Background: an optimization exercise with open tools, aiming at small area and a short achievable clock period. Do not read the settings as production practice. In this exercise RTL edits were held to simulation tests only and were not proved equivalent to the original. No activity file was given, so power comes from the tool's default toggle rates.

## flow/design.v (module list and top-level ports; edited modules follow where they fit)
// module csr_file: 567 lines
// module alu: 34 lines
// module bcu: 26 lines
// module bpu: 129 lines
// module distri_ram: 23 lines
// module decode: 404 lines
// module execute: 280 lines
// module fetch: 87 lines
// module forwarding_unit: 97 lines
// module memory: 49 lines
// module muldiv: 161 lines
// module pipeline_control: 33 lines
// module program_counter: 53 lines
// module reg_file: 45 lines
// module writeback: 155 lines
// module core_top: 581 lines
module core_top #(
    parameter HART_ID       = 0,
    parameter XLEN          = 32,
    parameter BPU_ENTRY_NUM = 32
)
(
    input                 clk_i,
    input                 rst_i,
    input                 stall_i,
    input  [XLEN-1 : 0]   init_pc_addr_i,
    input  [XLEN-1 : 0]   code_i,
    input                 code_ready_i,
    output [XLEN-1 : 0]   code_addr_o,
    output                code_req_o,
    input  [XLEN-1 : 0]   data_i,
    input                 data_ready_i,
    output [XLEN-1 : 0]   data_o,
    output [XLEN-1 : 0]   data_addr_o,
    output                data_rw_o,       
    output [XLEN/8-1 : 0] data_byte_enable_o,
    output                data_req_o,
    output                data_is_amo_o,
    output [ 4: 0]        data_amo_type_o,
    output                cache_flush_o,
    input                 ext_irq_i,
    input                 tmr_irq_i,
    input                 sft_irq_i
);
  // ...
==> flow/flow/run.sh <==
#!/bin/bash
# Standard ORFS layout (the standard.sh, with the standard synthesis
# unchanged), with repair_timing asked to leave a larger setup margin
# (fixing the worst 5% of endpoints, without gate cloning), larger clock-tree
# sink clusters without dummy loads, denser placement, and buf_4 port buffers.
set -o pipefail
bash standard.sh SETUP_SLACK_MARGIN=11 TNS_END_PERCENT=5 SKIP_GATE_CLONING=1 PLACE_DENSITY=0.7 \
    "CTS_ARGS=-sink_clustering_enable -repair_clock_nets -sink_clustering_size 24 -sink_clustering_max_diameter 80 -dont_use_dummy_load" \
    "BUFFER_PORTS_ARGS=-buffer_cell sky130_fd_sc_hd__buf_4" \
    finish > standard_finish.log 2>&1
==> flow/standard.sh <==
#!/bin/bash
# synth_recipe.tcl (not shown) runs the flow's synth.tcl, then flattens the netlist and writes it again
# the make line also repeats each setting of config.mk as NAME=value (left out here)
make -C /OpenROAD-flow-scripts/flow DESIGN_CONFIG=/design/flow/config.mk WORK_HOME=/design/flow/orfs CLKGATE_MAP_FILE= SYNTH_SCRIPT=/design/flow/synth_recipe.tcl "${@:-finish}"
==> flow/config.mk <==
export PLATFORM = sky130hd
export DESIGN_NAME = core_top
export DESIGN_NICKNAME = core_top
export VERILOG_FILES = /design/flow/design.v
export SDC_FILE = /design/flow/constraint.sdc
export NUM_CORES = 8
export LEC_CHECK = 0
export CAP_MARGIN = 20
export CORE_MARGIN = 2
export CORE_UTILIZATION = 40
export SLEW_MARGIN = 20
==> flow/constraint.sdc <==
create_clock -name core_clock -period 16.0 [get_ports {clk_i}]
set_input_delay 3.2000 -clock core_clock [delete_from_list [all_inputs] [get_ports {clk_i}]]
set_output_delay 3.2000 -clock core_clock [all_outputs]
set_load 0.01 [all_outputs]
==> impl_metrics.py, run 1 <==
metrics = {
    "timing": {
        "drv_slew": 0,
        "fmax_mhz": 177.9,
        "tightest_slew_ns": 1.279,
        "final.setup.tns_ns": 0,
    },
    "setup_path": {
        "crit_path_max_fanout": 17,
        "r2r-end": "CSR.mepc_r[15]$_SDFFE_PP0P_",
        "cp_top_family": "simple AND/OR/NAND/NOR gates",
        "r2r_setup_slack_ns": 10.58,
    },
    "cells_and_area": {
        "buf_share": 0.06848,
        "clock_area_frac": 0.02431,
        "syn_to_final_growth_pct": 14.49,
        "multi_input_area_um2": 100200,
        "seqAreaFraction": 0.4633,
        "final_net_count": 21640,
        "num-clock-buffers": 245,
        "final_cell_area_um2": 252200,
    },
    "cts": {
        "clockRootBuffer": "clkbuf_16",
        "clockBufferDepth": 4,
        "insertion_delay_ns": 1.10,
    },
    "synthesis": {
        "ys.flop_type": "edfxtp_1",
        "synth_top_area_cell": "edfxtp_1",
        "synth.ff_latch_count": 4360,
        "synth.distinct_cells": 115,
        "synth_edf_count": 2946,
        "syn_avg_cell_area_um2": 10.62,
    },
    "status": {
        "status": "finished clean",
    },
    "power_and_ir_drop": {
        "cell_internal_pwr_w": 0.01609,
    },
    "routing": {
        "drtPass1Iterations": 13,
        "ant_nets": 0,
    },
    "placed_design": {
        "hpwl_mm": 660.9,
        "place_congestion": 1.029,
    },
    "die": {
        "die_h_um": 746.1,
    },
    "run": {
        "max_cap_viol_count": 0,
    },
}
==> inputs of run 2 (changes only) <==
--- a/flow/flow/run.sh
+++ b/flow/flow/run.sh
@@ -5,5 +5,5 @@
 # sink clusters without dummy loads, denser placement, and buf_4 port buffers.
 set -o pipefail
-bash standard.sh SETUP_SLACK_MARGIN=11 TNS_END_PERCENT=5 SKIP_GATE_CLONING=1 PLACE_DENSITY=0.7 \
+bash standard.sh SETUP_SLACK_MARGIN=11.5 TNS_END_PERCENT=5 SKIP_GATE_CLONING=1 PLACE_DENSITY=0.7 \
     "CTS_ARGS=-sink_clustering_enable -repair_clock_nets -sink_clustering_size 24 -sink_clustering_max_diameter 80 -dont_use_dummy_load" \
     "BUFFER_PORTS_ARGS=-buffer_cell sky130_fd_sc_hd__buf_4" \
==> run 2 against run 1 <==
  * Worst setup slack got worse by 0.0067 ns
  * Sequential share of layout area decreased by 0.85 points
  * Via count increased by 0.99%
  * Final cell count increased by 1.0%
  * Clock power about the same
  * Still clean on timing, DRC and antenna
  * Critical path depth increased by 1
  * Power increased by 0.94%
  * Combinational power increased by 5.8%
  * Synthesized area unchanged
  * Routed wire length increased by 1.6%
==> impl_metrics.py, run 2 <==
metrics = {
    "placed_design": {
        "place.port_buffers": 210,
        "place_area_um2": 231100,
        "numPlacedInstances": 27250,
        "hpwl_mm": 660.9,
        "place_congestion": 1.029,
    },
    "routing": {
        "drtPass1Iterations": 17,
        "drc": 0,
        "wl_per_cell_um": 39.33,
        "drtIter0Drc": 40240,
        "vias_per_cell": 7.027,
        "wl_mm": 1124,
        "vias": 200900,
        "ant_nets": 0,
    },
    "status": {
        "status": "finished clean",
    },
    "cts": {
        "numCtsBuffers": 245,
        "tritoncts": "built",
        "clockRootBuffer": "clkbuf_16",
        "htreeDepth": 4,
        "clockBufferDepth": 4,
        "cts_sinks": 4360,
        "clk_pin_slew_ns": 0.11,
        "holdBufCountCts": 0,
        "insertion_delay_ns": 1.10,
    },
    "setup_path": {
        "path_buf_inv": 5,
        "crit_type": "input pin to register",
        "worstPathRequired_ns": 16.86,
        "slowest_stage": "a222oi_1",
        "cp_top_family": "compound AO/OA/AOI/OAI gates",
        "r2r_setup_slack_ns": 10.49,
        "arrival_ns": 6.49,
        "cp-start-kind": "input pin",
        "cp-end-kind": "register",
        "crit_path_max_fanout": 33,
        "crit_chain": "buf_16 > nand2b_4 > buf_12 > a21oi_4 > buf_6 > buf_6 > and3_4 > nand2_4 > or4_4 > nor2_4 > buf_12 > a222oi_1 > nand4_1 > o21ai_2 > a21oi_2",
        "max_stage_delay_ns": 0.89,
    },
    "cells_and_area": {
        "final_cell_mix": "edfxtp_1 (2946), nand2_1 (1973), dfxtp_1 (1364), nor2_1 (1346), a21oi_1 (1330)",
        "top_register": "Branch_Prediction_Unit.tag",
        "stdcell_count": 28590,
        "drive_above_1_share": 0.1592,
        "final_net_count": 21910,
        "final_common_cell": "edfxtp_1",
        "top_regs": "Branch_Prediction_Unit.tag: 1024 flops, Register_File.rf: 992 flops, Branch_Prediction_Unit.target: 704 flops",
        "final_cell_area_um2": 257000,
        "largest_reg_flops": 1024,
        "syn_to_final_growth_pct": 16.65,
    },
    "timing": {
        "final.setup.tns_ns": 0,
        "fin_crit_ns": 5.626,
        "skew_ns": 0.2675,
        "rsz0062_at_grt": "yes",
        "setup_viol": 0,
        "tightest_slew_ns": 1.288,
        "fmax_mhz": 177.7,
        "relSlewSlack": 0.1353,
        "drv_slew": 0,
        "min_period_over_period": 0.3516,
        "finalHoldViolCount": 0,
    },
    "grt": {
        "globalRouteTotalUtil": 0.3740,
        "antenna_found_initial": 109,
        "overflow": 0,
        "grt_pass1_wl_mm": 1471,
        "grt_pass1_vias": 178500,
        "grt_max_degree": 200,
    },
    "power_and_ir_drop": {
        "powerDensity_nw_per_um2": 88.78,
        "peakVddDrop_v": 0.0001023,
        "power.leakage_nw": 87.19,
    },
    "synthesis": {
        "synth.distinct_cells": 115,
        "netlist_instances": 20740,
        "ys.flop_type": "edfxtp_1",
        "async_flop_share": 0,
        "syn_area_um2": 220300,
        "syn_avg_cell_area_um2": 10.62,
        "synth_top_area_cell": "edfxtp_1",
        "ys_seq_area_frac": 0.5301,
        "synth_edf_count": 2946,
        "synth_common_cells": "edfxtp_1 (2946), nand2_1 (2003), nor2_1 (1505)",
        "synth.ff_latch_count": 4360,
        "yosys-top-cells-area": "edfxtp_1 (40%), dfxtp_1 (13%), xnor2_1 (5.0%), nand2_1 (3.4%), a21oi_1 (3.4%)",
        "yosys.cell_count.top_type": "edfxtp_1",
        "synth_warnings": 16,
        "syn_nets": 21450,
        "synth_top_area_frac": 0.4016,
    },
    "die": {
        "initial_core_util": 0.4015,
        "rows": 272,
        "core-area_um2": 548600,
        "ios": 214,
        "die_area_um2": 556700,
        "die_h_um": 746.1,
        "die_x_um": 746.1,
    },
    "run": {
        "max_cap_viol_count": 0,
    },
    "min_path": {
        "hold_class": "register to register",
    },
}
-- run 2: what timing repair did --
| item | in CTS | in global routing |
|---|---|---|
| setup buffers | 489 | 483 |
| pin swaps | 209 | 308 |
| resized for setup | 1060 | 896 |
| endpoints found under the setup margin | 3821 | 3563 |
-- run 2: worst paths after layout --
check	startpoint	cells after the start	end
max	rst_i	15	Decode.csr_data2fwd_o[18]$_SDFFE_PN0P_
min	Branch_Prediction_Unit.likelihood[12][0]$_SDFFE_PP0P_	2	Branch_Prediction_Unit.likelihood[12][1]$_SDFFE_PP0P_
max reg2reg	Forwarding_Unit.rs1_MEM_WB_fwd_r$_DFF_P_	20	Program_Counter.pc_r[10]$_DFFE_PP_
min reg2reg	Branch_Prediction_Unit.likelihood[12][0]$_SDFFE_PP0P_	2	Branch_Prediction_Unit.likelihood[12][1]$_SDFFE_PP0P_
-- run 2: per-layer routing --
layer / share of wire / vias to the layer above / wire (um) / track usage
met2: 0.39 / 19820 / 441600 / 0.5244
met5: 0.0014 / - / 1584 / 0.005745
met1: 0.33 / 97450 / 373600 / 0.4567
li1: - / 77880 / - / -
met4: 0.10 / 97 / 117700 / 0.2771
met3: 0.17 / 5649 / 189800 / 0.1569
-- run 2: logic make-up (layout without fill, tap and decap cells) --
kind of cell	after synthesis	after routing	share of synthesized area
other	0	126	0
buffers and inverters	2249	2708	0.03992
muxes	683	683	0.03195
xor gates and xnor gates	1593	1593	0.06334
DFF	4360	4360	0.5301
adders and majority gates	605	605	0.04289
and+or+nand+nor	5936	5936	0.1260
AOI/OAI and AO/OA	5316	5316	0.1658
-- run 2: where the power goes --
group	leakage [nW]	total, W	switching (W)	internal (W)
logic	45.7	0.00384	0.00259	0.00125
clock network	3.02	0.00651	0.00381	0.00270
registers	38.5	0.0125	0.000216	0.0123
total	87.2	0.0228	0.00661	0.0162
-- run 2: cell type report --
class                   count  area, um2
fillers                 49210     291600
flip-flops and latches   4360     116900
multi-input cells       14130     101800
repair buffers           1826      20350
well taps                7261       9085
clock buffers             245       6131
inverters                 637       2461
diodes                    126      315.3
-- run 2: per-stage QoR --
stage / setup WS [ns] / hold WS, ns / total power [W] / utilization
floorplan: 9.634 / 0.4064 / 0.01430 / -
global placement: 7.353 / 0.4371 / 0.01555 / 0.4209
detailed placement: 7.375 / 0.4435 / 0.01559 / 0.4212
CTS: 10.67 / 0.3659 / 0.02211 / 0.4513
global route: 10.48 / 0.3941 / 0.02306 / 0.4679
finish: 10.37 / 0.3642 / 0.02281 / 0.4684
-- run 2: worst min-delay path, delay by kind of cell (launching register included) --
family,cells,cell delay (ns)
simple gates,2,0.15
flops,1,0.32
==> inputs of run 3 (changes only) <==
--- a/flow/flow/run.sh
+++ b/flow/flow/run.sh
@@ -5,5 +5,5 @@
 # sink clusters without dummy loads, denser placement, and buf_4 port buffers.
 set -o pipefail
-bash standard.sh SETUP_SLACK_MARGIN=11.5 TNS_END_PERCENT=5 SKIP_GATE_CLONING=1 PLACE_DENSITY=0.7 \
+bash standard.sh SETUP_SLACK_MARGIN=10.7 TNS_END_PERCENT=5 SKIP_GATE_CLONING=1 PLACE_DENSITY=0.7 \
     "CTS_ARGS=-sink_clustering_enable -repair_clock_nets -sink_clustering_size 24 -sink_clustering_max_diameter 80 -dont_use_dummy_load" \
     "BUFFER_PORTS_ARGS=-buffer_cell sky130_fd_sc_hd__buf_4" \
==> run 3 against run 2 <==
  * Still clean
  * Synthesized area unchanged
  * Global-route usage down 0.67 points
  * Sequential share of layout area up 1.6 points
==> impl_metrics.py, run 3 <==
metrics = {
    "setup_path": {
        "crit_chain": "buf_16 > nand2b_4 > buf_12 > buf_4 > a21oi_4 > nand2_1 > nor2_1 > and3_2 > buf_8 > a22o_1 > a221oi_1 > nand4_1 > nor3_1 > a21oi_2 > a21oi_1 > nor2_1",
        "crit_cells": 16,
        "slowest_stage": "a21oi_2",
        "cp-end-kind": "register",
        "r2r-end": "Program_Counter.pc_r[5]$_DFFE_PP_",
        "crit_top_cell": "nor2_1",
        "max_stage_delay_ns": 0.51,
        "worstPathRequired_ns": 16.98,
        "cp-start-kind": "input pin",
        "arrival_ns": 6.65,
        "crit_type": "input pin to register",
        "r2r_cells": 19,
        "cp_top_family": "simple AND/OR/NAND/NOR gates",
        "reg2reg_from": "Program_Counter.pc_r[25]$_DFFE_PP_",
        "r2r_setup_slack_ns": 10.35,
        "path_buf_inv": 4,
        "crit_path_max_fanout": 28,
    },
    "run": {
        "max_cap_viol_count": 0,
    },
    "placed_design": {
        "post-place-ws_ns": 7.375,
        "place_congestion": 1.029,
        "hpwl_mm": 660.9,
        "place.port_buffers": 210,
        "place_area_um2": 231100,
    },
    "power_and_ir_drop": {
        "peakVddDrop_v": 0.0001097,
        "powerDensity_nw_per_um2": 90.56,
        "power.leakage_nw": 83.60,
    },
    "min_path": {
        "hold_class": "register to register",
        "holdPathEnd": "Branch_Prediction_Unit.likelihood[12][1]$_SDFFE_PP0P_",
        "hold_depth": 2,
        "hp-start": "Branch_Prediction_Unit.likelihood[12][0]$_SDFFE_PP0P_",
    },
    "timing": {
        "min_period_over_period": 0.3544,
        "rsz0062_at_grt": "yes",
        "fmax_mhz": 176.4,
        "tightest_slew_ns": 1.390,
        "fin_crit_ns": 5.670,
        "finalHoldViolCount": 0,
        "final.setup.tns_ns": 0,
        "setup_viol": 0,
        "fin_hold_ws_ns": 0.3675,
        "skew_ns": 0.2742,
        "timing.final.ws_setup_ns": 10.33,
        "drv_slew": 0,
        "relSlewSlack": 0.07319,
    },
    "die": {
        "die_x_um": 746.1,
        "initial_core_util": 0.4015,
        "die_area_um2": 556700,
        "rows": 272,
        "ios": 214,
        "core-area_um2": 548600,
        "die_h_um": 746.1,
    },
    "synthesis": {
        "netlist_instances": 20740,
        "synth_top_area_frac": 0.4016,
        "synth_edf_count": 2946,
        "synth.distinct_cells": 115,
        "async_flop_share": 0,
        "syn_nets": 21450,
        "synth_warnings": 16,
        "ys_seq_area_frac": 0.5301,
        "synth_top_area_cell": "edfxtp_1",
        "yosys.cell_count.top_type": "edfxtp_1",
        "syn_avg_cell_area_um2": 10.62,
        "syn_area_um2": 220300,
        "synth_common_cells": "edfxtp_1 (2946), nand2_1 (2003), nor2_1 (1505)",
        "synth.ff_latch_count": 4360,
        "yosys-top-cells-area": "edfxtp_1 (40%), dfxtp_1 (13%), xnor2_1 (5.0%), nand2_1 (3.4%), a21oi_1 (3.4%)",
        "ys.flop_type": "edfxtp_1",
    },
    "cts": {
        "cts_sinks": 4360,
        "htreeDepth": 4,
        "numCtsBuffers": 245,
        "clockRootBuffer": "clkbuf_16",
        "insertion_delay_ns": 1.09,
        "tritoncts": "built",
        "clk_pin_slew_ns": 0.10,
        "clockBufferDepth": 4,
    },
    "cells_and_area": {
        "top_regs": "Branch_Prediction_Unit.tag: 1024 flops, Register_File.rf: 992 flops, Branch_Prediction_Unit.target: 704 flops",
        "final_cell_area_um2": 247900,
        "final_cell_mix": "edfxtp_1 (2946), nand2_1 (1982), a21oi_1 (1418), nor2_1 (1392), dfxtp_1 (1371)",
        "top_register": "Branch_Prediction_Unit.tag",
        "final_common_cell": "edfxtp_1",
        "fill_cells": 50150,
        "drive_above_1_share": 0.1198,
        "largest_reg_flops": 1024,
        "syn_to_final_growth_pct": 12.56,
        "final_net_count": 21460,
    },
    "grt": {
        "grt_pass1_vias": 176300,
        "antenna_found_initial": 117,
        "overflow": 0,
        "globalRouteTotalUtil": 0.3673,
        "grt_pass1_wl_mm": 1449,
        "grt_max_degree": 200,
    },
    "routing": {
        "vias_per_cell": 6.983,
        "drtIter0Drc": 39500,
        "ant_nets": 0,
        "wl_mm": 1088,
        "drc": 0,
        "vias": 196100,
        "drtPass1Iterations": 15,
        "wl_per_cell_um": 38.75,
    },
    "status": {
        "status": "finished clean",
    },
}
-- run 3: stage by stage --
step                      power [W]  cells  utilization
after detailed placement    0.01559  27250       0.4212
after CTS                   0.02196  27760       0.4444
after floorplan             0.01430  20740            -
final                       0.02245  28090       0.4520
after global routing        0.02272  28020       0.4517
after global placement      0.01555  27240       0.4209
-- run 3: worst max-delay path by stage --
stage	start	to	slack, ns
after floorplan	data_ready_i	Branch_Prediction_Unit.dec_hit[0]$_DFFE_PP_	9.63
after global placement	rst_i	Forwarding_Unit.rs2_EXE_MEM_fwd_r$_DFF_P_	7.35
after detailed placement	rst_i	Forwarding_Unit.rs2_EXE_MEM_fwd_r$_DFF_P_	7.37
after CTS	Forwarding_Unit.rs2_MEM_WB_fwd_r$_DFF_P_	Execute.p_data_o[26]$_SDFFE_PN0P_	10.52
after global routing	code_i[20]	Decode.rs2_data2fwd_o[31]$_SDFFE_PN0P_	10.46
final	rst_i	Decode.rs2_data2fwd_o[13]$_SDFFE_PN0P_	10.33
-- run 3: kinds of logic (layout without fill, tap and decap cells) --
kind of cell | Yosys count | in the layout | synth area share
xor gates and xnor gates | 1593 | 1593 | 0.06334
DFF | 4360 | 4360 | 0.5301
buffers and inverters | 2249 | 2257 | 0.03992
other | 0 | 74 | 0
AOI/OAI and AO/OA | 5316 | 5316 | 0.1658
and+or+nand+nor | 5936 | 5936 | 0.1260
muxes | 683 | 683 | 0.03195
adders and majority gates | 605 | 605 | 0.04289
-- run 3: layer usage --
layer / vias to the layer above / wire length, um / track usage
li1: 76840 / - / -
met1: 94960 / 366700 / 0.4550
met2: 18910 / 431500 / 0.5175
met3: 5281 / 180500 / 0.1444
met4: 113 / 108400 / 0.2669
met5: - / 1296 / 0.003258
-- run 3: worst reg2reg max path, stage by stage (launching register included) --
cell	delay [ns]
edfxtp_1	0.40
buf_12	0.17
buf_6	0.30
buf_4	0.30
buf_12	0.24
xnor2_1	0.17
nand4_1	0.15
nor3_1	0.21
and4_1	0.22
buf_4	0.47
nor4_1	0.20
nand4_1	0.18
o21a_1	0.54
nand2_1	0.12
buf_4	0.30
nor4_1	0.52
buf_4	0.25
o21ai_0	0.20
a221oi_1	0.37
nor3_1	0.08
-- run 3: where the power goes --
group	total [W]	internal, W	leakage, nW	switching, W
clock	0.00650	0.00270	3.02	0.00380
combinational	0.00349	0.00107	42.1	0.00242
sequential	0.0125	0.0123	38.5	0.000213
total	0.0225	0.0160	83.6	0.00643
-- run 3: area by class of cell --
type / count / area, um2 / area share
inverter: 637 / 2436 / 0.009825
antenna: 74 / 185.2 / 0.0007468
multi-input combinational: 14130 / 98720 / 0.3982
timing repair buffer: 1375 / 14550 / 0.05867
tap: 7261 / 9085 / 0.03664
clock buffer: 245 / 6131 / 0.02473
sequential: 4360 / 116800 / 0.4712
-- run 3: repair_timing --
| action | CTS | global route |
|---|---|---|
| pin swaps | 123 | 106 |
| gates cloned | 0 | 0 |
| endpoints found under the setup margin | 2552 | 930 |
| hold buffers | 0 | 0 |
| buffers inserted | 273 | 246 |
| endpoints found under the hold margin | 0 | 0 |
| resized for setup | 734 | 301 |
==> inputs of run 4 (changes only) <==
--- a/flow/flow/run.sh
+++ b/flow/flow/run.sh
@@ -5,5 +5,5 @@
 # sink clusters without dummy loads, denser placement, and buf_4 port buffers.
 set -o pipefail
-bash standard.sh SETUP_SLACK_MARGIN=10.7 TNS_END_PERCENT=5 SKIP_GATE_CLONING=1 PLACE_DENSITY=0.7 \
+bash standard.sh SETUP_SLACK_MARGIN=11 TNS_END_PERCENT=5 SKIP_GATE_CLONING=1 PLACE_DENSITY=0.75 \
     "CTS_ARGS=-sink_clustering_enable -repair_clock_nets -sink_clustering_size 24 -sink_clustering_max_diameter 80 -dont_use_dummy_load" \
     "BUFFER_PORTS_ARGS=-buffer_cell sky130_fd_sc_hd__buf_4" \
==> run 4 against run 3 <==
  * Still clean
  * Sequential power is essentially flat
  * Final cell count grew 0.89%
  * Clock skew shrank 0.049 ns
  * Largest power group unchanged
  * Fmax shrank 1.5%
  * Synthesized cell count is the same
  * Utilization grew 0.70 points
  * Routed wire length shrank 1.3%
  * Sequential share of layout area shrank 0.72 points
==> impl_metrics.py, run 4 <==
metrics = {
    "placed_design": {
        "place.port_buffers": 210,
        "hpwl_mm": 644.8,
        "numPlacedInstances": 27260,
        "place_congestion": 1.056,
    },
    "grt": {
        "antenna_found_initial": 118,
        "grt_use_met1": 0.4353,
        "top_usage_layer": "met2",
        "overflow": 0,
        "globalRouteTotalUtil": 0.3638,
        "use_met2": 0.5052,
        "grt_pass1_wl_mm": 1442,
        "grt_pass1_vias": 181200,
        "grtUsageMet3": 0.1634,
        "grt_max_degree": 201,
    },
    "run": {
        "max_cap_viol_count": 0,
    },
    "routing": {
        "drc": 0,
        "drtPass1Iterations": 11,
        "drtIter0Drc": 39740,
        "vias_per_cell": 7.017,
        "ant_nets": 0,
        "wl_per_cell_um": 37.93,
        "vias": 198800,
        "wl_mm": 1075,
    },
    "timing": {
        "fin_crit_ns": 5.756,
        "skew_ns": 0.2253,
        "relSlewSlack": 0.06925,
        "finalHoldViolCount": 0,
        "min_period_over_period": 0.3598,
        "tightest_slew_ns": 1.396,
        "drv_slew": 0,
        "setup_viol": 0,
        "fmax_mhz": 173.7,
        "fin_hold_ws_ns": 0.4361,
        "final.setup.tns_ns": 0,
        "rsz0062_at_grt": "yes",
    },
    "setup_path": {
        "crit_path_max_fanout": 31,
        "r2r_setup_slack_ns": 10.39,
        "max_stage_delay_ns": 0.53,
        "slowest_stage": "a21oi_2",
        "crit_end": "Decode.rs2_data2fwd_o[0]$_SDFFE_PN0P_",
        "arrival_ns": 6.82,
        "cp-startpoint": "rst_i",
        "cp-end-kind": "register",
        "r2r_cells": 23,
        "reg2reg_from": "Program_Counter.pc_r[9]$_DFFE_PP_",
        "worstPathRequired_ns": 17.06,
        "cp-start-kind": "input pin",
        "crit_top_cell": "a21oi_2",
        "crit_type": "input pin to register",
        "r2r-end": "Program_Counter.pc_r[30]$_DFFE_PP_",
        "crit_chain": "buf_16 > nor2b_4 > buf_12 > buf_4 > o21ai_4 > a21oi_2 > and2_1 > and3_2 > buf_8 > a22o_1 > a221oi_1 > nand4_1 > nor3_1 > a21oi_2 > a21oi_1 > nor2_4",
    },
    "power_and_ir_drop": {
        "totalPowerFinal_w": 0.02239,
        "peakVddDrop_v": 0.0001067,
        "power.leakage_nw": 85.02,
        "powerDensity_nw_per_um2": 88.91,
    },
    "synthesis": {
        "syn_nets": 21450,
        "netlist_instances": 20740,
        "synth.ff_latch_count": 4360,
        "ys_seq_area_frac": 0.5301,
        "synth_top_area_frac": 0.4016,
        "synth_common_cells": "edfxtp_1 (2946), nand2_1 (2003), nor2_1 (1505)",
        "synth_edf_count": 2946,
        "ys.flop_type": "edfxtp_1",
        "synth.distinct_cells": 115,
        "syn_avg_cell_area_um2": 10.62,
        "synth_top_area_cell": "edfxtp_1",
        "yosys-top-cells-area": "edfxtp_1 (40%), dfxtp_1 (13%), xnor2_1 (5.0%), nand2_1 (3.4%), a21oi_1 (3.4%)",
        "synth_warnings": 16,
        "yosys.cell_count.top_type": "edfxtp_1",
        "syn_area_um2": 220300,
        "async_flop_share": 0,
    },
    "cells_and_area": {
        "final_common_cell": "edfxtp_1",
        "final_net_count": 21670,
        "top_register": "Branch_Prediction_Unit.tag",
        "top_regs": "Branch_Prediction_Unit.tag: 1024 flops, Register_File.rf: 992 flops, Branch_Prediction_Unit.target: 704 flops",
        "largest_reg_flops": 1024,
        "syn_to_final_growth_pct": 14.31,
        "drive_above_1_share": 0.1392,
        "stdcell_count": 28330,
        "final_cell_mix": "edfxtp_1 (2946), nand2_1 (1974), dfxtp_1 (1374), nor2_1 (1358), a21oi_1 (1328)",
        "fill_cells": 49260,
        "fin_util": 0.4590,
    },
    "cts": {
        "clk_pin_slew_ns": 0.10,
        "numCtsBuffers": 238,
        "clockBufferDepth": 4,
        "clockRootBuffer": "clkbuf_16",
        "insertion_delay_ns": 1.11,
        "tritoncts": "built",
        "cts_sinks": 4360,
        "holdBufCountCts": 0,
        "htreeDepth": 4,
    },
    "status": {
        "status": "finished clean",
    },
    "die": {
        "ios": 214,
        "die_h_um": 746.1,
        "die_area_um2": 556700,
        "die_x_um": 746.1,
        "core-area_um2": 548600,
        "initial_core_util": 0.4015,
        "rows": 272,
    },
    "min_path": {
        "hold_class": "register to register",
    },
}
## run 4: cells by family after synthesis
logic type | synth area share
adders and majority gates | 0.04289
DFF | 0.5301
muxes | 0.03195
and+or+nand+nor | 0.1260
buffers and inverters | 0.03992
xor gates and xnor gates | 0.06334
AOI/OAI and AO/OA | 0.1658
## run 4: where the power goes
group          internal, W  switching (W)
Sequential          0.0123       0.000221
Combinational      0.00113        0.00240
Clock              0.00263        0.00376
Total               0.0160        0.00637
## run 4: stage by stage
step	instance area, um2	setup slack [ns]
2_1_floorplan	220700	9.634
3_3_place_gp	230900	7.398
3_5_place_dp	231000	7.280
4_1_cts	247600	10.57
5_1_grt	251600	10.37
6_report	251800	10.24
## run 4: worst min path at each step
stage | slack, ns | start | cells past startpoint | to
2_1_floorplan | 0.41 | Decode.operation_sel_o[2]$_SDFFE_PN0P_ | 0 | Execute.MulDiv.op_r[2]$_DFFE_PN_
5_1_grt | 0.44 | Decode.regfile_we_o$_SDFFE_PN1P_ | 2 | Execute.regfile_we_o$_SDFFE_PN0P_
3_3_place_gp | 0.44 | Decode.xcpt_valid_o$_SDFFE_PN0P_ | 2 | Execute.xcpt_cause_o[3]$_SDFFE_PN0P_
6_report | 0.44 | Execute.csr_we_data_o[6]$_SDFFE_PN0P_ | 2 | Writeback.csr_we_data_r[6]$_SDFFE_PP0P_
4_1_cts | 0.42 | Execute.csr_we_data_o[6]$_SDFFE_PN0P_ | 2 | Writeback.csr_we_data_r[6]$_SDFFE_PP0P_
3_5_place_dp | 0.44 | Decode.rs1_data2fwd_o[14]$_SDFFE_PN0P_ | 2 | Decode.rs1_data2fwd_o[14]$_SDFFE_PN0P_
## run 4: layout make-up
cell class                 count  area (um2)  share of cell area
inverter                     637        2435            0.009670
multi-input combinational  14130      100000              0.3971
timing repair buffer        1591       17210             0.06834
antenna                      114       285.3            0.001133
sequential                  4360      116800              0.4640
clock buffer                 238        5956             0.02365
tap                         7261        9085             0.03608
## run 4: repair_timing
action,in CTS,in global routing
endpoints found under the setup margin,3241,2206
hold endpoints to repair,0,0
pin swaps,234,135
resized for setup,1151,435
buffers inserted,506,219
## run 4: metal layers
| layer | wire length [um] | part of all wire |
|---|---|---|
| met5 | 1782 | 0.0017 |
| met4 | 112500 | 0.10 |
| met3 | 186200 | 0.17 |
| met1 | 351600 | 0.33 |
| met2 | 422700 | 0.39 |
## run 4: worst max-delay path, delay by kind of cell
family / cells / cell delay, ns
and+or+nand+nor: 6 / 1.12
buffers and inverters: 4 / 0.85
AOI/OAI and AO/OA: 6 / 1.50
==> module fetch, before the edit <==
module fetch #( parameter XLEN = 32 )
(
    input                   clk_i,
    input                   rst_i,
    input                   stall_i,
    input                   flush_i,
    input  [ 4 : 0]         dec_rd_i,
    output                  rs_match_o,     
    input  [XLEN-1 : 0]     instruction_i,
    input  [XLEN-1 : 0]     pc_i,
    input                   branch_hit_i,
    input                   branch_decision_i,
    output reg [XLEN-1 : 0] pc_o,
    output reg [XLEN-1 : 0] instruction_o,
    output reg              branch_hit_o,
    output reg              branch_decision_o,
    output reg              fetch_valid_o,  
    output reg              xcpt_valid_o,   
    output reg [ 3 : 0]     xcpt_cause_o,   
    output reg [XLEN-1 : 0] xcpt_tval_o     
);
reg stall_delay;
reg flush_delay;
reg [31: 0] instruction_delay;
always @(posedge clk_i)
begin
    stall_delay <= stall_i;
    flush_delay <= flush_i;
    instruction_delay <= stall_delay ? instruction_delay : instruction_i;
end
always @(*)
begin
    if (rst_i)
        instruction_o = 32'h00000013;
    else if (~fetch_valid_o)
        instruction_o = 32'h00000013;
    else if (stall_delay)
        instruction_o = instruction_delay;
    else if (flush_delay)
        instruction_o = 32'h00000013;
    else
        instruction_o = instruction_i;
end
wire match_nop   = (dec_rd_i == 5'd0);
wire match_delay = (instruction_delay[19: 15] == dec_rd_i) | (instruction_delay[24: 20] == dec_rd_i);
wire match_code  = (instruction_i[19: 15] == dec_rd_i) | (instruction_i[24: 20] == dec_rd_i);
assign rs_match_o = (rst_i | ~fetch_valid_o) ? match_nop :
                    stall_delay ? match_delay :
                    flush_delay ? match_nop : match_code;
always @(posedge clk_i)
begin
    if (rst_i)
    begin
        pc_o <= 32'h00000000;
        fetch_valid_o <= 0;
        branch_hit_o <= 0;
        branch_decision_o <= 0;
    end
    else if (stall_i)
    begin
        pc_o <= pc_o;
        fetch_valid_o <= fetch_valid_o;
        branch_hit_o <= branch_hit_o;
        branch_decision_o <= branch_decision_o;
    end
    else if (flush_i)
    begin
        pc_o <= pc_i;
        fetch_valid_o <= 0;
        branch_hit_o <= 0;
        branch_decision_o <= 0;
    end
    else
    begin
        pc_o <= pc_i;
        fetch_valid_o <= 1;  
        branch_hit_o <= branch_hit_i;
        branch_decision_o <= branch_decision_i;
    end
end
always @(posedge clk_i)
begin
    xcpt_valid_o <= 0;
    xcpt_cause_o <= 0;
    xcpt_tval_o <= 0;
end
endmodule
==> module core_top, before the edit <==
module core_top #(
    parameter HART_ID       = 0,
    parameter XLEN          = 32,
    parameter BPU_ENTRY_NUM = 32
)
(
    input                 clk_i,
    input                 rst_i,
    input                 stall_i,
    input  [XLEN-1 : 0]   init_pc_addr_i,
    input  [XLEN-1 : 0]   code_i,
    input                 code_ready_i,
    output [XLEN-1 : 0]   code_addr_o,
    output                code_req_o,
    input  [XLEN-1 : 0]   data_i,
    input                 data_ready_i,
    output [XLEN-1 : 0]   data_o,
    output [XLEN-1 : 0]   data_addr_o,
    output                data_rw_o,       
    output [XLEN/8-1 : 0] data_byte_enable_o,
    output                data_req_o,
    output                data_is_amo_o,
    output [ 4: 0]        data_amo_type_o,
    output                cache_flush_o,
    input                 ext_irq_i,
    input                 tmr_irq_i,
    input                 sft_irq_i
);
wire [XLEN-1 : 0] fet_instr2dec, fet_pc2dec;
wire              fet_branch_hit, fet_branch_decision;
wire              fet_valid2dec;
wire              fet_rs_match;
wire              fet_xcpt_valid2dec;
wire [ 3 : 0]     fet_xcpt_cause2dec;
wire [XLEN-1 : 0] fet_xcpt_tval2dec;
wire [XLEN-1 : 0] dec_pc;
wire [ 4 : 0]     dec_rs1_addr, dec_rs2_addr, dec_rd_addr, dec_csr_imm;
wire              dec_we, dec_re;
wire              dec_is_branch, dec_is_jal, dec_is_jalr;
wire              dec_branch_hit, dec_branch_decision;
wire              dec_illegal_instr;
wire              dec_xcpt_valid;
wire [ 4 : 0]     dec_rs1_addr2fwd, dec_rs2_addr2fwd;
wire [XLEN-1 : 0] dec_rs1_data2fwd, dec_rs2_data2fwd;
wire [11: 0]      dec_csr_addr2fwd;
wire [XLEN-1 : 0] dec_csr_data2fwd;
wire [11 : 0]     dec_csr_addr2csr;
wire              dec_is_csr_instr;
wire [XLEN-1 : 0] dec_imm2exe;
wire [ 1 : 0]     dec_inA_sel2exe, dec_inB_sel2exe, dec_dsize_sel2exe;
wire [ 2 : 0]     dec_regfile_sel2exe, dec_operation_sel2exe;
wire              dec_regfile_we2exe, dec_signex_sel2exe;
wire              dec_alu_muldiv_sel2exe, dec_shift_sel2exe;
wire              dec_is_fencei2exe;
wire              dec_is_amo2exe;
wire [ 4 : 0]     dec_amo_type2exe;
wire              dec_fetch_valid2exe;
wire              dec_sys_jump2exe;
wire [ 1 : 0]     dec_sys_jump_csr_addr2exe;
wire              dec_xcpt_valid2exe;
wire [ 3 : 0]     dec_xcpt_cause2exe;
wire [XLEN-1 : 0] dec_xcpt_tval2exe;
wire              exe_branch_taken;
wire [XLEN-1 : 0] exe_branch_restore_pc, exe_branch_target_addr;
wire              exe_we, exe_re;
wire              exe_regfile_we2wbk;
wire [ 3 : 0]     exe_byte_sel2mem;
wire              exe_misalign2mem;
wire              exe_signex_sel2wbk;
wire [XLEN-1 : 0] exe_st_data2mem, exe_addr2mem, exe_p_data;
wire [ 4 : 0]     exe_rd_addr2wbk;
wire [ 2 : 0]     exe_regfile_input_sel2wbk;
wire              exe_branch_misprediction;
wire              exe_is_fencei;
wire              exe_is_amo2mem;
wire [ 4 : 0]     exe_amo_type2mem;
wire              exe_csr_we;
wire [11 : 0]     exe_csr_addr;
wire [31 : 0]     exe_csr_data;
wire              exe_fetch_valid2mem;
wire              exe_sys_jump2mem;
wire [ 1 : 0]     exe_sys_jump_csr_addr2mem;
wire              exe_xcpt_valid2mem;
wire [ 3 : 0]     exe_xcpt_cause2mem;
wire [XLEN-1 : 0] exe_xcpt_tval2mem;
wire [XLEN-1 : 0] exe_pc2mem;
wire [XLEN-1 : 0] mem_dataout;
wire [ 3 : 0]     mem_byte_sel;
wire              mem_align_exception;
wire              mem_fetch_valid2wbk;
wire              mem_sys_jump2wbk;
wire [ 1 : 0]     mem_sys_jump_csr_addr2wbk;
wire              mem_xcpt_valid2wbk;
wire [ 3 : 0]     mem_xcpt_cause2wbk;
wire [XLEN-1 : 0] mem_xcpt_tval2wbk;
wire [XLEN-1 : 0] mem_pc2wbk;
wire [XLEN-1 : 0] wbk_rd_data;
wire              wbk_rd_we;
wire [ 4 : 0]     wbk_rd_addr;
wire              wbk_csr_we;
wire [11 : 0]     wbk_csr_addr;
wire [XLEN-1 : 0] wbk_csr_data;
wire              wbk_fetch_valid2csr;
wire              wbk_sys_jump2csr;
wire [ 1 : 0]     wbk_sys_jump_csr_addr2csr;
wire              wbk_xcpt_valid2csr;
wire [ 3 : 0]     wbk_xcpt_cause2csr;
wire [XLEN-1 : 0] wbk_xcpt_tval2csr;
wire [XLEN-1 : 0] wbk_pc2csr;
wire plc_flush2fet, plc_flush2dec, plc_flush2exe, plc_flush2wbk;
wire [XLEN-1 : 0] pcu_pc;
wire [XLEN-1 : 0] fwd_rs1, fwd_rs2;
wire [XLEN-1 : 0] fwd_csr_data2exe;
wire [XLEN-1 : 0] rfu_rs1_data2dec, rfu_rs2_data2dec;
wire              csr_irq_taken;
reg               csr_irq_taken_r;
wire [XLEN-1 : 0] csr_pc_handler;
wire [XLEN-1 : 0] csr_data2dec;
wire              csr_sys_jump;
wire [XLEN-1 : 0] csr_sys_jump_data;
wire              bpu_branch_hit, bpu_branch_decision;
wire [XLEN-1 : 0] bpu_branch_target_addr;
wire              irq_taken;
reg  [XLEN-1 : 0] nxt_unwb_PC;
wire [ 1 : 0]     privilege_level;
assign code_addr_o = pcu_pc;
assign data_addr_o = exe_addr2mem;
assign data_rw_o = exe_we;
assign data_o = mem_dataout;
assign data_byte_enable_o = mem_byte_sel;
assign cache_flush_o = exe_is_fencei;
assign data_is_amo_o = exe_is_amo2mem;
assign data_amo_type_o = exe_amo_type2mem;
localparam i_NEXT = 0, i_WAIT = 1;
localparam d_IDLE = 0, d_WAIT = 1, d_STALL = 2;
reg iS, iS_nxt;
reg [1:0] dS, dS_nxt;
wire stall_from_hazard;  
wire stall_from_exe;     
wire stall_for_instr_fetch, stall_for_data_fetch;
wire stall_pipeline;
assign stall_for_instr_fetch = (!code_ready_i);
assign stall_for_data_fetch = (dS_nxt == d_WAIT) && (! exe_is_fencei);
assign stall_pipeline = stall_for_instr_fetch | stall_for_data_fetch | stall_from_exe;
assign irq_taken = csr_irq_taken | csr_irq_taken_r;
always @(posedge clk_i)
begin
    if (rst_i)
        csr_irq_taken_r <= 0;
    else if (stall_for_instr_fetch | stall_for_data_fetch | stall_from_exe)
        csr_irq_taken_r <= csr_irq_taken_r | csr_irq_taken;
    else
        csr_irq_taken_r <= 0;
end
always@(*) begin
    if (!wbk_xcpt_valid2csr) begin
        if (mem_fetch_valid2wbk)
            nxt_unwb_PC = mem_pc2wbk;
        else if (exe_fetch_valid2mem)
            nxt_unwb_PC = exe_pc2mem;
        else if (dec_fetch_valid2exe)
            nxt_unwb_PC = dec_pc;
        else if(fet_valid2dec)
            nxt_unwb_PC = fet_pc2dec;
        else
            nxt_unwb_PC = pcu_pc;
    end else begin
        nxt_unwb_PC = wbk_pc2csr;
    end
end
always @(posedge clk_i)
begin
    if (rst_i)
        iS <= i_NEXT;
    else
        iS <= iS_nxt;
end
always @(*)
begin
    case (iS)
        i_NEXT:  
            if (code_ready_i)
                iS_nxt = i_NEXT;
            else
                iS_nxt = i_WAIT;
        i_WAIT:
            if (code_ready_i)
                iS_nxt = i_NEXT;  
            else
                iS_nxt = i_WAIT;
    endcase
end
always @(posedge clk_i)
begin
    if (rst_i)
        dS <= d_IDLE;
    else
        dS <= dS_nxt;
end
always @(*)
begin
    case (dS)
        d_IDLE:
            if ((exe_re || exe_we) && !mem_align_exception)
                dS_nxt = d_WAIT;
            else
                dS_nxt = d_IDLE;
        d_WAIT:
            if (data_ready_i)
                if (stall_for_instr_fetch || stall_from_exe)
                    dS_nxt = d_STALL;
                else
                    dS_nxt = d_IDLE;
            else
                dS_nxt = d_WAIT;
        d_STALL:
            if (stall_for_instr_fetch || stall_from_exe)
                dS_nxt = d_STALL;
            else
                dS_nxt = d_IDLE;
        default:
            dS_nxt = d_IDLE;
    endcase
end
assign code_req_o = (iS == i_NEXT);
assign data_req_o = (dS == d_IDLE) && (exe_re || exe_we);
reg  [XLEN-1 : 0] data_read_reg;
wire [XLEN-1 : 0] data_read2wbk;
always @(posedge clk_i) begin
    if (rst_i)
        data_read_reg <= 0;
    else if (data_ready_i)
        data_read_reg <= data_i;
end
assign data_read2wbk = (dS == d_STALL) ? data_read_reg : data_i;
pipeline_control Pipeline_Control(
    .rs1_addr_i(dec_rs1_addr),
    .rs2_addr_i(dec_rs2_addr),
    .rs_match_i(fet_rs_match),
    .rd_addr_i(dec_rd_addr),
    .illegal_instr_i(dec_illegal_instr),
    .is_load_instr_i(dec_re),
    .branch_hit_i(dec_branch_hit),
    .branch_taken_i(exe_branch_taken),
    .branch_misprediction_i(exe_branch_misprediction),
    .is_fencei_i(exe_is_fencei),
    .sys_jump_i(csr_sys_jump),
    .flush2fet_o(plc_flush2fet),
    .flush2dec_o(plc_flush2dec),
    .flush2exe_o(plc_flush2exe),
    .flush2wbk_o(plc_flush2wbk),
    .stall_from_hazard_o(stall_from_hazard)
);
forwarding_unit Forwarding_Unit(
    .clk_i(clk_i),
    .rst_i(rst_i),
    .dec_stall_i(stall_pipeline),
    .dec_flush_i(plc_flush2dec || csr_irq_taken),
    .dec_xcpt_i(dec_xcpt_valid),
    .dec_rs1_nxt_i(dec_rs1_addr),
    .dec_rs2_nxt_i(dec_rs2_addr),
    .dec_regfile_we_i(dec_regfile_we2exe),
    .dec_rd_addr_i(dec_rd_addr),
    .exe_stall_i(stall_for_instr_fetch | stall_for_data_fetch),
    .exe_sfe_i(stall_from_exe),
    .exe_flush_i(plc_flush2exe || irq_taken),
    .wbk_flush_i(plc_flush2wbk || irq_taken),
    .mem_xcpt_i(mem_xcpt_valid2wbk),
    .rs1_addr_i(dec_rs1_addr2fwd),
    .rs2_addr_i(dec_rs2_addr2fwd),
    .csr_addr_i(dec_csr_addr2fwd),
    .rs1_data_i(dec_rs1_data2fwd),
    .rs2_data_i(dec_rs2_data2fwd),
    .csr_data_i(dec_csr_data2fwd),
    .exe_regfile_we_i(exe_regfile_we2wbk),
    .exe_rd_addr_i(exe_rd_addr2wbk),
    .exe_regfile_input_sel_i(exe_regfile_input_sel2wbk),
    .exe_p_data_i(exe_p_data),
    .exe_csr_we_i(exe_csr_we),
    .exe_csr_addr_i(exe_csr_addr),
    .exe_csr_data_i(exe_csr_data),
    .wbk_regfile_we_i(wbk_rd_we),
    .wbk_rd_addr_i(wbk_rd_addr),
    .wbk_rd_data_i(wbk_rd_data),
    .wbk_csr_we_i(wbk_csr_we),
    .wbk_csr_addr_i(wbk_csr_addr),
    .wbk_csr_data_i(wbk_csr_data),
    .rs1_o(fwd_rs1),
    .rs2_o(fwd_rs2),
    .csr_data_o(fwd_csr_data2exe)
);
bpu #(.ENTRY_NUM(BPU_ENTRY_NUM), .XLEN(XLEN))
Branch_Prediction_Unit(
    .clk_i(clk_i),
    .rst_i(rst_i),
    .stall_i(stall_pipeline),
    .pc_i(pcu_pc),
    .fet_pc_i(fet_pc2dec),
    .fet_stall_i(stall_pipeline || (stall_from_hazard && !irq_taken)),
    .dec_flush_i(plc_flush2dec || csr_irq_taken),
    .dec_imm_sign_i(dec_imm2exe[XLEN-1]),
    .is_jal_i(dec_is_jal),
    .is_cond_branch_i(dec_is_branch),
    .dec_pc_i(dec_pc),
    .branch_taken_i(exe_branch_taken),
    .branch_misprediction_i(exe_branch_misprediction),
    .branch_target_addr_i(exe_branch_target_addr),
    .branch_hit_o(bpu_branch_hit),
    .branch_decision_o(bpu_branch_decision),
    .branch_target_addr_o(bpu_branch_target_addr)
);
reg_file Register_File(
    .clk_i(clk_i),
    .rst_i(rst_i),
    .rs1_addr_i(dec_rs1_addr),
    .rs2_addr_i(dec_rs2_addr),
    .regfile_we_i(wbk_rd_we),
    .rd_addr_i(wbk_rd_addr),
    .rd_data_i(wbk_rd_data),
    .rs1_data_o(rfu_rs1_data2dec),
    .rs2_data_o(rfu_rs2_data2dec)
);
program_counter Program_Counter(
    .clk_i(clk_i),
    .rst_i(rst_i),
    .init_pc_addr_i(init_pc_addr_i),
    .irq_taken_i(csr_irq_taken),
    .PC_handler_i(csr_pc_handler),
    .stall_i(stall_pipeline || (stall_from_hazard && !irq_taken)),
    .bpu_branch_hit_i(bpu_branch_hit),
    .bpu_branch_decision_i(bpu_branch_decision),
    .bpu_branch_target_addr_i(bpu_branch_target_addr),
    .sys_jump_i(csr_sys_jump),
    .sys_jump_data_i(csr_sys_jump_data),
    .dec_branch_hit_i(dec_branch_hit),
    .dec_branch_decision_i(dec_branch_decision),
    .dec_pc_i(dec_pc),
    .exe_branch_misprediction_i(exe_branch_misprediction),
    .exe_branch_taken_i(exe_branch_taken),
    .exe_branch_target_addr_i(exe_branch_target_addr),
    .exe_branch_restore_addr_i(exe_branch_restore_pc),
    .is_fencei_i(exe_is_fencei),
    .pc_o(pcu_pc)
);
fetch Fetch(
    .clk_i(clk_i),
    .rst_i(rst_i),
    .stall_i(stall_pipeline || (stall_from_hazard && !irq_taken)),
    .flush_i(plc_flush2fet || csr_irq_taken),
    .dec_rd_i(dec_rd_addr),
    .rs_match_o(fet_rs_match),
    .branch_hit_i(bpu_branch_hit),
    .branch_decision_i(bpu_branch_decision),
    .instruction_i(code_i),
    .pc_i(pcu_pc),
    .pc_o(fet_pc2dec),
    .instruction_o(fet_instr2dec),
    .branch_hit_o(fet_branch_hit),
    .branch_decision_o(fet_branch_decision),
    .fetch_valid_o(fet_valid2dec),    
    .xcpt_valid_o(fet_xcpt_valid2dec),  
    .xcpt_cause_o(fet_xcpt_cause2dec),  
    .xcpt_tval_o(fet_xcpt_tval2dec)     
);
decode Decode(
    .clk_i(clk_i),
    .rst_i(rst_i),
    .stall_i(stall_pipeline),
    .flush_i(plc_flush2dec || csr_irq_taken),
    .instruction_i(fet_instr2dec),
    .branch_hit_i(fet_branch_hit),
    .branch_decision_i(fet_branch_decision),
    .csr_data_i(csr_data2dec),
    .privilege_lvl_i(privilege_level),
    .rs1_data_i(rfu_rs1_data2dec),
    .rs2_data_i(rfu_rs2_data2dec),
    .rs1_addr_o(dec_rs1_addr),
    .rs2_addr_o(dec_rs2_addr),
    .illegal_instr_o(dec_illegal_instr),
    .xcpt_valid_dec_o(dec_xcpt_valid),
    .imm_o(dec_imm2exe),
    .inputA_sel_o(dec_inA_sel2exe),
    .inputB_sel_o(dec_inB_sel2exe),
    .operation_sel_o(dec_operation_sel2exe),
    .alu_muldiv_sel_o(dec_alu_muldiv_sel2exe),
    .shift_sel_o(dec_shift_sel2exe),
    .branch_hit_o(dec_branch_hit),  
    .branch_decision_o(dec_branch_decision),
    .is_jalr_o(dec_is_jalr),
    .is_fencei_o(dec_is_fencei2exe),
    .is_branch_o(dec_is_branch),
    .is_jal_o(dec_is_jal),
    .is_csr_instr_o(dec_is_csr_instr),
    .csr_addr_o(dec_csr_addr2csr),
    .csr_imm_o(dec_csr_imm),   
    .regfile_we_o(dec_regfile_we2exe),
    .regfile_input_sel_o(dec_regfile_sel2exe),
    .we_o(dec_we),
    .re_o(dec_re),    
    .dsize_sel_o(dec_dsize_sel2exe),
    .signex_sel_o(dec_signex_sel2exe),
    .is_amo_o(dec_is_amo2exe),
    .amo_type_o(dec_amo_type2exe),
    .rd_addr_o(dec_rd_addr),
    .rs1_addr2fwd_o(dec_rs1_addr2fwd),
    .rs2_addr2fwd_o(dec_rs2_addr2fwd),
    .rs1_data2fwd_o(dec_rs1_data2fwd),
    .rs2_data2fwd_o(dec_rs2_data2fwd),
    .csr_addr2fwd_o(dec_csr_addr2fwd),  
    .csr_data2fwd_o(dec_csr_data2fwd),
    .pc_i(fet_pc2dec),
    .pc_o(dec_pc),
    .sys_jump_o(dec_sys_jump2exe),
    .sys_jump_csr_addr_o(dec_sys_jump_csr_addr2exe),
    .fetch_valid_i(fet_valid2dec),
    .fetch_valid_o(dec_fetch_valid2exe),
    .xcpt_valid_i(fet_xcpt_valid2dec),
    .xcpt_cause_i(fet_xcpt_cause2dec),
    .xcpt_tval_i(fet_xcpt_tval2dec),
    .xcpt_valid_o(dec_xcpt_valid2exe),
    .xcpt_cause_o(dec_xcpt_cause2exe),
    .xcpt_tval_o(dec_xcpt_tval2exe)
);
execute Execute(
    .clk_i(clk_i),
    .rst_i(rst_i),
    .stall_i(stall_for_instr_fetch | stall_for_data_fetch),
    .flush_i(plc_flush2exe || irq_taken),
    .imm_i(dec_imm2exe),
    .inputA_sel_i(dec_inA_sel2exe),
    .inputB_sel_i(dec_inB_sel2exe),
    .operation_sel_i(dec_operation_sel2exe),
    .alu_muldiv_sel_i(dec_alu_muldiv_sel2exe),
    .shift_sel_i(dec_shift_sel2exe),
    .is_branch_i(dec_is_branch),
    .is_jal_i(dec_is_jal),
    .is_jalr_i(dec_is_jalr),
    .is_fencei_i(dec_is_fencei2exe),
    .branch_hit_i(dec_branch_hit),
    .branch_decision_i(dec_branch_decision),
    .regfile_we_i(dec_regfile_we2exe),
    .regfile_input_sel_i(dec_regfile_sel2exe),
    .we_i(dec_we),
    .re_i(dec_re),
    .dsize_sel_i(dec_dsize_sel2exe),
    .signex_sel_i(dec_signex_sel2exe),
    .rd_addr_i(dec_rd_addr),
    .is_amo_i(dec_is_amo2exe),
    .amo_type_i(dec_amo_type2exe),
    .csr_imm_i(dec_csr_imm),
    .csr_we_i(dec_is_csr_instr),
    .csr_we_addr_i(dec_csr_addr2fwd),
    .rs1_data_i(fwd_rs1),
    .rs2_data_i(fwd_rs2),
    .csr_data_i(fwd_csr_data2exe),
    .branch_taken_o(exe_branch_taken),
    .branch_misprediction_o(exe_branch_misprediction),
    .branch_target_addr_o(exe_branch_target_addr),      
    .branch_restore_pc_o(exe_branch_restore_pc),        
    .stall_from_exe_o(stall_from_exe),
    .we_o(exe_we),
    .re_o(exe_re),
    .is_fencei_o(exe_is_fencei),
    .is_amo_o(exe_is_amo2mem),
    .amo_type_o(exe_amo_type2mem),
    .st_data_o(exe_st_data2mem),
    .byte_sel_o(exe_byte_sel2mem),
    .misalign_o(exe_misalign2mem),
    .addr_o(exe_addr2mem),
    .regfile_we_o(exe_regfile_we2wbk),
    .regfile_input_sel_o(exe_regfile_input_sel2wbk),
    .rd_addr_o(exe_rd_addr2wbk),
    .p_data_o(exe_p_data),
    .csr_we_o(exe_csr_we),
    .csr_we_addr_o(exe_csr_addr),
    .csr_we_data_o(exe_csr_data),
    .signex_sel_o(exe_signex_sel2wbk),
    .pc_i(dec_pc),
    .pc_o(exe_pc2mem),
    .sys_jump_i(dec_sys_jump2exe),
    .sys_jump_csr_addr_i(dec_sys_jump_csr_addr2exe),
    .sys_jump_o(exe_sys_jump2mem),
    .sys_jump_csr_addr_o(exe_sys_jump_csr_addr2mem),
    .fetch_valid_i(dec_fetch_valid2exe),
    .fetch_valid_o(exe_fetch_valid2mem),
    .xcpt_valid_i(dec_xcpt_valid2exe),
    .xcpt_cause_i(dec_xcpt_cause2exe),
    .xcpt_tval_i(dec_xcpt_tval2exe),
    .xcpt_valid_o(exe_xcpt_valid2mem),
    .xcpt_cause_o(exe_xcpt_cause2mem),
    .xcpt_tval_o(exe_xcpt_tval2mem)
);
memory Memory(
    .mem_addr_i(exe_addr2mem),
    .st_data_i(exe_st_data2mem),               
    .byte_sel_i(exe_byte_sel2mem),
    .misalign_i(exe_misalign2mem),
    .we_i(exe_we),
    .re_i(exe_re),
    .data_o(mem_dataout),                      
    .byte_sel_o(mem_byte_sel),
    .mem_align_exception_o(mem_align_exception),
    .pc_i(exe_pc2mem),
    .pc_o(mem_pc2wbk),
    .sys_jump_i(exe_sys_jump2mem),
    .sys_jump_csr_addr_i(exe_sys_jump_csr_addr2mem),
    .sys_jump_o(mem_sys_jump2wbk),
    .sys_jump_csr_addr_o(mem_sys_jump_csr_addr2wbk),
    .fetch_valid_i(exe_fetch_valid2mem),
    .fetch_valid_o(mem_fetch_valid2wbk),
    .xcpt_valid_i(exe_xcpt_valid2mem),
    .xcpt_cause_i(exe_xcpt_cause2mem),
    .xcpt_tval_i(exe_xcpt_tval2mem),
    .xcpt_valid_o(mem_xcpt_valid2wbk),
    .xcpt_cause_o(mem_xcpt_cause2wbk),
    .xcpt_tval_o(mem_xcpt_tval2wbk)
);
writeback Writeback(
    .clk_i(clk_i),
    .rst_i(rst_i),
    .stall_i(stall_pipeline),
    .flush_i(plc_flush2wbk || irq_taken),
    .regfile_we_i(exe_regfile_we2wbk),
    .rd_addr_i(exe_rd_addr2wbk),
    .regfile_input_sel_i(exe_regfile_input_sel2wbk),
    .signex_sel_i(exe_signex_sel2wbk),
    .addr_alignment_i(exe_addr2mem[1: 0]),
    .p_data_i(exe_p_data),
    .csr_we_i(exe_csr_we),
    .csr_we_addr_i(exe_csr_addr),
    .csr_we_data_i(exe_csr_data),
    .m_data_i(data_read2wbk),
    .rd_we_o(wbk_rd_we),
    .rd_addr_o(wbk_rd_addr),
    .rd_data_o(wbk_rd_data),
    .pc_i(mem_pc2wbk),
    .pc_o(wbk_pc2csr),
    .sys_jump_i(mem_sys_jump2wbk),
    .sys_jump_csr_addr_i(mem_sys_jump_csr_addr2wbk),
    .sys_jump_o(wbk_sys_jump2csr),
    .sys_jump_csr_addr_o(wbk_sys_jump_csr_addr2csr),
    .fetch_valid_i(mem_fetch_valid2wbk),
    .fetch_valid_o(wbk_fetch_valid2csr),
    .csr_we_o(wbk_csr_we),
    .csr_we_addr_o(wbk_csr_addr),
    .csr_we_data_o(wbk_csr_data),
    .xcpt_valid_i(mem_xcpt_valid2wbk),
    .xcpt_cause_i(mem_xcpt_cause2wbk),
    .xcpt_tval_i(mem_xcpt_tval2wbk),
    .xcpt_valid_o(wbk_xcpt_valid2csr),
    .xcpt_cause_o(wbk_xcpt_cause2csr),
    .xcpt_tval_o(wbk_xcpt_tval2csr)
);
csr_file #( .HART_ID(HART_ID) )
CSR(
    .clk_i(clk_i),
    .rst_i(rst_i),
    .stall_i(stall_pipeline),
    .csr_raddr_i(dec_csr_addr2csr),
    .csr_data_o(csr_data2dec),
    .csr_we_i(wbk_csr_we),
    .csr_waddr_i(wbk_csr_addr),
    .csr_wdata_i(wbk_csr_data),
    .fetch_valid_i(wbk_fetch_valid2csr),
    .ext_irq_i(ext_irq_i),
    .tmr_irq_i(tmr_irq_i),
    .sft_irq_i(sft_irq_i),
    .irq_taken_o(csr_irq_taken),
    .pc_handler_o(csr_pc_handler),
    .nxt_unwb_PC_i(nxt_unwb_PC),
    .pc_i(wbk_pc2csr),
    .sys_jump_i(wbk_sys_jump2csr),
    .sys_jump_csr_addr_i(wbk_sys_jump_csr_addr2csr),
    .sys_jump_csr_data_o(csr_sys_jump_data),
    .sys_jump_o(csr_sys_jump),
    .privilege_level_o(privilege_level),
    .xcpt_valid_i(wbk_xcpt_valid2csr),
    .xcpt_cause_i(wbk_xcpt_cause2csr),
    .xcpt_tval_i(wbk_xcpt_tval2csr)
);
endmodule
==> inputs of run 5 (changes only) <==
--- a/flow/design.v
+++ b/flow/design.v
@@ -1478,4 +1478,6 @@
     input  [ 4 : 0]         dec_rd_i,
     output                  rs_match_o,     
+    output [XLEN-1 : 0]     instr_raw_o,
+    output                  nop_o,
     input  [XLEN-1 : 0]     instruction_i,
     input  [XLEN-1 : 0]     pc_i,
@@ -1513,4 +1515,6 @@
         instruction_o = instruction_i;
 end
+assign instr_raw_o = stall_delay ? instruction_delay : instruction_i;
+assign nop_o = rst_i | ~fetch_valid_o | (~stall_delay & flush_delay);
 wire match_nop   = (dec_rd_i == 5'd0);
 wire match_delay = (instruction_delay[19: 15] == dec_rd_i) | (instruction_delay[24: 20] == dec_rd_i);
@@ -2190,4 +2194,6 @@
 wire              fet_valid2dec;
 wire              fet_rs_match;
+wire [XLEN-1 : 0] fet_instr_raw;    
+wire              fet_nop;
 wire              fet_xcpt_valid2dec;
 wire [ 3 : 0]     fet_xcpt_cause2dec;
@@ -2472,6 +2478,6 @@
     .clk_i(clk_i),
     .rst_i(rst_i),
-    .rs1_addr_i(dec_rs1_addr),
-    .rs2_addr_i(dec_rs2_addr),
+    .rs1_addr_i(fet_instr_raw[19: 15]),
+    .rs2_addr_i(fet_instr_raw[24: 20]),
     .regfile_we_i(wbk_rd_we),
     .rd_addr_i(wbk_rd_addr),
@@ -2509,4 +2515,6 @@
     .dec_rd_i(dec_rd_addr),
     .rs_match_o(fet_rs_match),
+    .instr_raw_o(fet_instr_raw),
+    .nop_o(fet_nop),
     .branch_hit_i(bpu_branch_hit),
     .branch_decision_i(bpu_branch_decision),
@@ -2530,8 +2538,8 @@
     .branch_hit_i(fet_branch_hit),
     .branch_decision_i(fet_branch_decision),
-    .csr_data_i(csr_data2dec),
+    .csr_data_i(fet_nop ? {XLEN{1'b0}} : csr_data2dec),
     .privilege_lvl_i(privilege_level),
-    .rs1_data_i(rfu_rs1_data2dec),
-    .rs2_data_i(rfu_rs2_data2dec),
+    .rs1_data_i(fet_nop ? {XLEN{1'b0}} : rfu_rs1_data2dec),
+    .rs2_data_i(fet_nop ? {XLEN{1'b0}} : rfu_rs2_data2dec),
     .rs1_addr_o(dec_rs1_addr),
     .rs2_addr_o(dec_rs2_addr),
@@ -2716,5 +2724,5 @@
     .rst_i(rst_i),
     .stall_i(stall_pipeline),
-    .csr_raddr_i(dec_csr_addr2csr),
+    .csr_raddr_i(fet_instr_raw[31: 20]),
     .csr_data_o(csr_data2dec),
     .csr_we_i(wbk_csr_we),
--- a/flow/flow/run.sh
+++ b/flow/flow/run.sh
@@ -5,5 +5,5 @@
 # sink clusters without dummy loads, denser placement, and buf_4 port buffers.
 set -o pipefail
-bash standard.sh SETUP_SLACK_MARGIN=11 TNS_END_PERCENT=5 SKIP_GATE_CLONING=1 PLACE_DENSITY=0.75 \
+bash standard.sh SETUP_SLACK_MARGIN=11 TNS_END_PERCENT=5 SKIP_GATE_CLONING=1 PLACE_DENSITY=0.7 \
     "CTS_ARGS=-sink_clustering_enable -repair_clock_nets -sink_clustering_size 24 -sink_clustering_max_diameter 80 -dont_use_dummy_load" \
     "BUFFER_PORTS_ARGS=-buffer_cell sky130_fd_sc_hd__buf_4" \
==> run 5 against run 4 <==
  * Worst hold slack improved by 0.0044 ns
  * Final area decreased by 0.40%
  * Flip-flop and latch count unchanged
  * Critical endpoint is now Execute.p_data_o[17]$_SDFFE_PN0P_
  * Largest cell class unchanged
==> impl_metrics.py, run 5 <==
metrics = {
    "status": {
        "status": "finished clean",
    },
    "die": {
        "die_h_um": 746.2,
        "core-area_um2": 548600,
        "die_x_um": 746.2,
        "rows": 272,
        "ios": 214,
    },
    "synthesis": {
        "synth.ff_latch_count": 4360,
        "synth.distinct_cells": 122,
        "yosys.area_share.xor_xnor": 0.06332,
        "synth_top_family_by_area": "compound AO/OA/AOI/OAI gates",
        "syn_nets": 21280,
        "netlist_instances": 20570,
        "synthAdderAreaFrac": 0.04284,
        "synth_compound_area_frac": 0.1685,
        "yosys.cell_count.top_type": "edfxtp_1",
        "synth_warnings": 16,
        "yosys-top-cells-area": "edfxtp_1 (40%), dfxtp_1 (13%), xnor2_1 (4.9%), nand2_1 (3.2%), a22oi_1 (3.0%)",
        "synth_top_area_cell": "edfxtp_1",
        "synth_top_area_frac": 0.3992,
        "synth_common_cells": "edfxtp_1 (2929), nand2_1 (1890), nor2_1 (1582)",
        "synthSimpleGateAreaFrac": 0.1226,
    },
    "grt": {
        "grt_pass1_vias": 176600,
        "globalRouteTotalUtil": 0.3622,
        "antenna_found_initial": 92,
        "grt_pass1_wl_mm": 1433,
        "overflow": 0,
    },
    "setup_path": {
        "crit_type": "register to register",
        "cp-startpoint": "Decode.pc_o[5]$_DFFE_PP_",
        "arrival_ns": 6.65,
        "cp-end-kind": "register",
        "crit_path_max_fanout": 9,
        "crit_end": "Execute.p_data_o[17]$_SDFFE_PN0P_",
        "r2r_setup_slack_ns": 10.17,
        "r2r_cells": 11,
    },
    "routing": {
        "vias": 195600,
        "wl_per_cell_um": 38.26,
        "ant_nets": 0,
        "vias_per_cell": 6.965,
    },
    "power_and_ir_drop": {
        "powerDensity_nw_per_um2": 100.9,
        "peakVddDrop_v": 0.00009357,
        "power.leakage_nw": 86.17,
        "p_sw_frac": 0.3192,
        "p_clk_frac": 0.267,
        "power.switching_w": 0.008077,
        "cell_internal_pwr_w": 0.01723,
        "combPwrFrac": 0.221,
        "seqPwrFrac": 0.512,
    },
    "placed_design": {
        "place_area_um2": 230900,
        "hpwl_mm": 645.0,
        "place.port_buffers": 210,
        "place_congestion": 1.045,
    },
    "cells_and_area": {
        "largest_reg_flops": 1024,
        "top_register": "Branch_Prediction_Unit.tag",
        "final_net_count": 21470,
        "top_regs": "Branch_Prediction_Unit.tag: 1024 flops, Register_File.rf: 992 flops, Branch_Prediction_Unit.target: 704 flops",
        "syn_to_final_growth_pct": 13.82,
    },
    "cts": {
        "holdBufCountCts": 0,
        "insertion_delay_ns": 1.08,
        "htreeDepth": 5,
        "clk_pin_slew_ns": 0.10,
        "clockBufferDepth": 4,
        "cts_sinks": 4360,
    },
    "timing": {
        "tightest_slew_ns": 1.357,
        "min_period_over_period": 0.3646,
        "skew_ns": 0.1655,
        "rsz0062_at_grt": "yes",
        "drv_slew": 0,
        "final.setup.tns_ns": 0,
        "fmax_mhz": 171.4,
        "finalHoldViolCount": 0,
    },
    "min_path": {
        "hp-start": "Execute.csr_we_data_o[29]$_SDFFE_PN0P_",
    },
}
==> run 5: cell count changes after synthesis, sizes merged, moves of 39 or more <==
cell / previous run / this run
nor2: 1506 / 1584
a221oi: 491 / 565
o21ai: 633 / 593
a22oi: 938 / 895
a21oi: 1478 / 1335
a22o: 373 / 461
mux2i: 576 / 615
clkbuf: 1287 / 1186
nand2: 2003 / 1891
buf: 325 / 385
==> run 5: logic make-up after synthesis <==
group / after synthesis
flops: 4360
buf+inv: 2243
mux: 705
compound gates: 5286
simple gates: 5781
xor+xnor: 1593
fa+ha+maj: 604
==> run 5: what timing repair did <==
action,in CTS,in global routing
pin swaps,119,137
buffers inserted,324,303
setup endpoints to repair,2925,1058
gates resized for setup,990,479
==> run 5: metrics by stage <==
stage,total power (W),hold WS [ns],instances,setup slack (ns),utilization
floorplan,0.01551,0.4064,20570,9.989,-
global placement,0.01747,0.4370,27130,7.224,0.4207
detailed placement,0.01753,0.4432,27130,7.281,0.4208
CTS,0.02455,0.4314,27710,10.42,0.4476
global route,0.02559,0.4666,28030,10.28,0.4569
finish,0.02530,0.4405,28090,10.17,0.4572
==> run 5: final cells by class <==
class | count | area, um2
Tap cell | 7261 | 9085
Fill cell | 49920 | 297800
Timing Repair Buffer | 1498 | 16100
Sequential cell | 4360 | 116700
Multi-Input combinational cell | 13970 | 99570
Clock buffer | 262 | 6556
Inverter | 672 | 2631
Antenna cell | 63 | 157.7
==> run 5: how the worst min path moves through the flow <==
stage                                               endpoint  slack, ns  depth (start not counted)
floorplan                   Execute.MulDiv.op_r[0]$_DFFE_PN_       0.41                          0
global placement               CSR.scause_r[11]$_SDFFE_PP0P_       0.44                          2
detailed placement                CSR.mie_r[18]$_SDFFE_PP0P_       0.44                          2
CTS                          Writeback.pc_r[15]$_SDFFE_PP0P_       0.43                          2
global route                       Execute.we_o$_SDFFE_PN0P_       0.47                          2
finish              Writeback.csr_we_data_r[29]$_SDFFE_PP0P_       0.44                          2
==> run 5: worst max-delay path: stages, from the launching register on <==
cell	delay, ns
edfxtp_1	1.08
nand3_1	0.23
nor2_1	0.25
nand2_1	0.12
nor3_1	0.72
nand2_1	0.15
xor2_1	0.84
o221ai_2	0.47
nor4_4	0.55
o211ai_1	0.42
a211oi_1	0.64
a2111oi_0	0.14
==> run 5: per-layer routing <==
metal	track usage	wire length, um
met2	0.4955	417600
met4	0.2429	96360
met3	0.1554	191700
met1	0.4611	368000
met5	0.001715	928
==> run 5: power groups by stage <==
| stage | Clock, W | Combinational, W | Sequential, W |
|---|---|---|---|
| 6_report | 0.00676 | 0.00560 | 0.0129 |
| 3_5_place_dp | 0 | 0.00437 | 0.0132 |
| 4_1_cts | 0.00667 | 0.00497 | 0.0129 |
| 3_3_place_gp | 0 | 0.00432 | 0.0131 |
| 5_1_grt | 0.00701 | 0.00562 | 0.0130 |
| 2_1_floorplan | 0 | 0.00244 | 0.0131 |

Setup slack of run 5, layout unchanged: 10.166 ns with ideal ports, 10.166 ns with driving cells assumed (clock clkbuf_16, inputs buf_2), 9.336 ns with port delays also shifted by the 1.127 ns mid clock arrival.
